Source: an optimization exercise on an open RTL-to-GDS flow (aim: small area and a short achievable clock period). Production flows keep margins and buffers that such runs may drop. No activity file was given, so power comes from the tool's default toggle rates.

==> flow/design.v (excerpt) <==
module PipelinedRadix4BoothWallace32
(
    input logic clk,
    input logic run,
    input logic signedFlag,  
    input logic [32 - 1 : 0] multiplicand,
    input logic [32 - 1 : 0] multiplier,
    output logic [64 - 1 : 0] out
);
reg [15:0] r1_one;
reg [15:0] r1_two;
reg [15:0] r1_neg;
reg [0:0] r1_u16;
reg [32:0] r1_ax;
wire s1;
wire c2;
wire s3;
wire c4;
wire s5;
wire c6;
wire s7;
wire c8;
wire s9;
wire c10;
wire s11;
wire c12;
wire s13;
wire c14;
wire s15;
wire c16;
wire s17;
wire c18;
wire s19;
wire c20;
wire s21;
wire c22;
wire s23;
wire c24;
wire s25;
wire c26;
wire s27;
wire c28;
wire s29;
wire c30;
wire s31;
wire c32;
wire s33;
wire c34;
wire s35;
wire c36;
wire s37;
wire c38;
wire s39;
wire c40;
wire s41;
wire c42;
wire s43;
wire c44;
wire s45;
wire c46;
wire s47;
wire c48;
wire s49;
wire c50;
wire s51;
wire c52;
wire s53;
wire c54;
wire s55;
wire c56;
wire s57;
wire c58;
wire s59;
wire c60;
wire s61;
wire c62;
wire s63;
wire c64;
wire s65;
wire c66;
wire s67;
wire c68;
wire s69;
wire c70;
wire s71;
wire c72;
wire s73;
wire c74;
wire s75;
wire c76;
wire s77;
wire c78;
wire s79;
wire c80;
wire s81;
wire c82;
wire s83;
wire c84;
wire s85;
wire c86;
wire s87;
wire c88;
wire s89;
wire c90;
wire s91;
wire c92;
wire s93;
wire c94;
wire s95;
wire c96;
wire s97;
wire c98;
wire s99;
wire c100;
wire s101;
wire c102;
wire s103;
wire c104;
wire s105;
wire c106;
wire s107;
wire c108;
wire s109;
wire c110;
wire s111;
wire c112;
wire s113;
wire c114;
wire s115;
wire c116;
wire s117;
wire c118;
wire s119;
wire c120;
wire s121;
wire c122;
wire s123;
wire c124;
wire s125;
wire c126;
wire s127;
wire c128;
wire s129;
wire c130;
wire s131;
wire c132;
wire s133;
wire c134;
wire s135;
wire c136;
wire s137;
wire c138;
wire s139;
wire c140;
wire s141;
wire c142;
wire s143;
wire c144;
wire s145;
wire c146;
wire s147;
wire c148;
wire s149;
wire c150;
wire s151;
wire c152;
wire s153;
wire c154;
wire s155;
wire c156;
wire s157;
wire c158;
wire s159;
wire c160;
wire s161;
wire c162;
wire s163;
wire c164;
wire s165;
wire c166;
wire s167;
wire c168;
wire s169;
wire c170;
wire s171;
wire c172;
  ...
Size: about 3,100 cells after synthesis, ~650 flip-flops, ~130 I/O pins, ~44,000 um2 of cells after synthesis.
==> flow/config.mk <==
export PLATFORM = sky130hd
export DESIGN_NAME = PipelinedRadix4BoothWallace32
export DESIGN_NICKNAME = PipelinedRadix4BoothWallace32
export VERILOG_FILES = /design/flow/design.v
export SDC_FILE = /design/flow/constraint.sdc
export NUM_CORES = 4
export LEC_CHECK = 0
export CAP_MARGIN = 20
export CORE_MARGIN = 2
export CORE_UTILIZATION = 50
export PLACE_DENSITY = 0.65
export SETUP_SLACK_MARGIN = 1.7
export SLEW_MARGIN = 20
export SYNTH_HIERARCHICAL = 1
export SYNTH_MINIMUM_KEEP_SIZE = 0
==> flow/constraint.sdc <==
create_clock -name core_clock -period 4.2 [get_ports {clk}]
set_input_delay 0.8400 -clock core_clock [delete_from_list [all_inputs] [get_ports {clk}]]
set_output_delay 0.8400 -clock core_clock [all_outputs]
set_load 0.01 [all_outputs]
run.sh (not shown) runs the stock make flow with config.mk's settings and CLKGATE_MAP_FILE= SYNTH_SCRIPT=/design/flow/synth_recipe.tcl, a recipe that flattens the netlist after the stock synthesis.
The first run produced a clean layout.
Edit:
--- a/flow/design.v
+++ b/flow/design.v
@@ -1085,13 +1085,13 @@
 wire c1048;
 wire s1049;
 wire c1050;
 wire s1051;
 wire c1052;
 reg [63:0] r4_s;
-reg [2:0] r4_c;
+reg [6:0] r4_c;
 reg [63:0] r5;
 wire [32:0] ax = {signedFlag & multiplicand[31], multiplicand};
 wire [34:0] bx = {signedFlag & multiplier[31], signedFlag & multiplier[31], multiplier, 1'b0};
 wire [15:0] one_e, two_e, neg_e;
 assign one_e[0] = bx[1] ^ bx[0];
 assign two_e[0] = (bx[2] & ~bx[1] & ~bx[0]) | (~bx[2] & bx[1] & bx[0]);
@@ -2267,21 +2267,29 @@
 halfAdder ha_l6_31 (.x(r3[113]), .y(r3[114]), .sum(s1045), .cout(c1046));
 fullAdder fa_l6_477 (.x(r3[116]), .y(r3[117]), .cin(r3[118]), .sum(s1047), .cout(c1048));
 fullAdder fa_l6_478 (.x(r3[120]), .y(r3[121]), .cin(r3[122]), .sum(s1049), .cout(c1050));
 fullAdder fa_l6_479 (.x(r3[124]), .y(r3[125]), .cin(r3[126]), .sum(s1051), .cout(c1052));
 wire [63:0] opx = {r3[135], r3[134], r3[132], r3[131], r3[129], r3[128], c1052, s1051, c1050, s1049, c1048, s1047, c1046, c1044, c1042, c1040, c1038, c1036, c1034, c1032, c1030, c1028, c1026, c1024, c1022, c1020, c1018, c1016, c1014, c1012, c1010, c1008, c1006, c1004, c1002, c1000, c998, c996, c994, c992, c990, c988, c986, c984, c982, c980, c978, c976, c974, c972, c970, c968, c966, c964, c962, c960, s959, r3[7], r3[6], r3[5], r3[4], r3[3], r3[2], r3[0]};
 wire [63:0] opy = {r3[136], 1'b0, r3[133], 1'b0, r3[130], 1'b0, r3[127], 1'b0, r3[123], 1'b0, r3[119], 1'b0, r3[115], s1045, s1043, s1041, s1039, s1037, s1035, s1033, s1031, s1029, s1027, s1025, s1023, s1021, s1019, s1017, s1015, s1013, s1011, s1009, s1007, s1005, s1003, s1001, s999, s997, s995, s993, s991, s989, s987, s985, s983, s981, s979, s977, s975, s973, s971, s969, s967, s965, s963, s961, 1'b0, 1'b0, 1'b0, 1'b0, 1'b0, 1'b0, 1'b0, r3[1]};
-wire [16:0] bs0 = {1'b0, opx[15:0]} + {1'b0, opy[15:0]};
-wire [16:0] bs1 = {1'b0, opx[31:16]} + {1'b0, opy[31:16]};
-wire [16:0] bs2 = {1'b0, opx[47:32]} + {1'b0, opy[47:32]};
-wire [16:0] bs3 = {1'b0, opx[63:48]} + {1'b0, opy[63:48]};
-always_ff @(posedge clk) if (run) r4_s <= {bs3[15:0], bs2[15:0], bs1[15:0], bs0[15:0]};
-always_ff @(posedge clk) if (run) r4_c <= {bs2[16], bs1[16], bs0[16]};
-wire [3:0] bcin;
+wire [8:0] bs0 = {1'b0, opx[7:0]} + {1'b0, opy[7:0]};
+wire [8:0] bs1 = {1'b0, opx[15:8]} + {1'b0, opy[15:8]};
+wire [8:0] bs2 = {1'b0, opx[23:16]} + {1'b0, opy[23:16]};
+wire [8:0] bs3 = {1'b0, opx[31:24]} + {1'b0, opy[31:24]};
+wire [8:0] bs4 = {1'b0, opx[39:32]} + {1'b0, opy[39:32]};
+wire [8:0] bs5 = {1'b0, opx[47:40]} + {1'b0, opy[47:40]};
+wire [8:0] bs6 = {1'b0, opx[55:48]} + {1'b0, opy[55:48]};
+wire [8:0] bs7 = {1'b0, opx[63:56]} + {1'b0, opy[63:56]};
+always_ff @(posedge clk) if (run) r4_s <= {bs7[7:0], bs6[7:0], bs5[7:0], bs4[7:0], bs3[7:0], bs2[7:0], bs1[7:0], bs0[7:0]};
+always_ff @(posedge clk) if (run) r4_c <= {bs6[8], bs5[8], bs4[8], bs3[8], bs2[8], bs1[8], bs0[8]};
+wire [7:0] bcin;
 assign bcin[0] = 1'b0;
-assign bcin[1] = r4_c[0] | ((&r4_s[15:0]) & bcin[0]);
-assign bcin[2] = r4_c[1] | ((&r4_s[31:16]) & bcin[1]);
-assign bcin[3] = r4_c[2] | ((&r4_s[47:32]) & bcin[2]);
-wire [63:0] prod = {(r4_s[63:48] + {15'b0, bcin[3]}), (r4_s[47:32] + {15'b0, bcin[2]}), (r4_s[31:16] + {15'b0, bcin[1]}), (r4_s[15:0] + {15'b0, bcin[0]})};
+assign bcin[1] = r4_c[0] | ((&r4_s[7:0]) & bcin[0]);
+assign bcin[2] = r4_c[1] | ((&r4_s[15:8]) & bcin[1]);
+assign bcin[3] = r4_c[2] | ((&r4_s[23:16]) & bcin[2]);
+assign bcin[4] = r4_c[3] | ((&r4_s[31:24]) & bcin[3]);
+assign bcin[5] = r4_c[4] | ((&r4_s[39:32]) & bcin[4]);
+assign bcin[6] = r4_c[5] | ((&r4_s[47:40]) & bcin[5]);
+assign bcin[7] = r4_c[6] | ((&r4_s[55:48]) & bcin[6]);
+wire [63:0] prod = {(r4_s[63:56] + {7'b0, bcin[7]}), (r4_s[55:48] + {7'b0, bcin[6]}), (r4_s[47:40] + {7'b0, bcin[5]}), (r4_s[39:32] + {7'b0, bcin[4]}), (r4_s[31:24] + {7'b0, bcin[3]}), (r4_s[23:16] + {7'b0, bcin[2]}), (r4_s[15:8] + {7'b0, bcin[1]}), (r4_s[7:0] + {7'b0, bcin[0]})};
 always_ff @(posedge clk) if (run) r5 <= prod;
 assign out = r5;
 endmodule
What happened: Global-route usage drops by 0.30 points; synthesized cell count drops by 1.4%; power drops by 6.0%; utilization drops by 1.4 points; via count drops by 3.4%; sequential share of layout area climbs by 1.2 points; synthesized area is about the same; register-to-register slack degrades by 30 ps.
No functional check of the RTL was part of any run of this note.

-- static timing again, ports no longer ideal --
The results above use ideal ports. As a check the final layouts listed here were re-extracted and re-timed, cells and wires unchanged.
Step 1 assumes that a clkbuf_16 drives the clock port and a buf_2 every other input.
Step 2, shift: input delay + t, output delay - t, t = (earliest + latest rising clock arrival at the registers) / 2. This alone moves slack from input paths to output paths.
Slacks: ideal ports / drivers / drivers and shift; pairs: ideal ports / drivers.
| run | t, ns | setup slack, ns | hold slack, ns | latest minus earliest clock arrival (ns) | pins driven straight from the clock port |
|---|---|---|---|---|---|
| the first run | 0.693 | 1.412 / 1.412 / 1.412 | 0.409 / 0.409 / 0.409 | 0.029 / 0.029 | 1 |
| the second run | 0.685 | 1.381 / 1.381 / 1.381 | 0.418 / 0.418 / 0.418 | 0.032 / 0.032 | 1 |
After both steps every run listed still meets setup and hold.
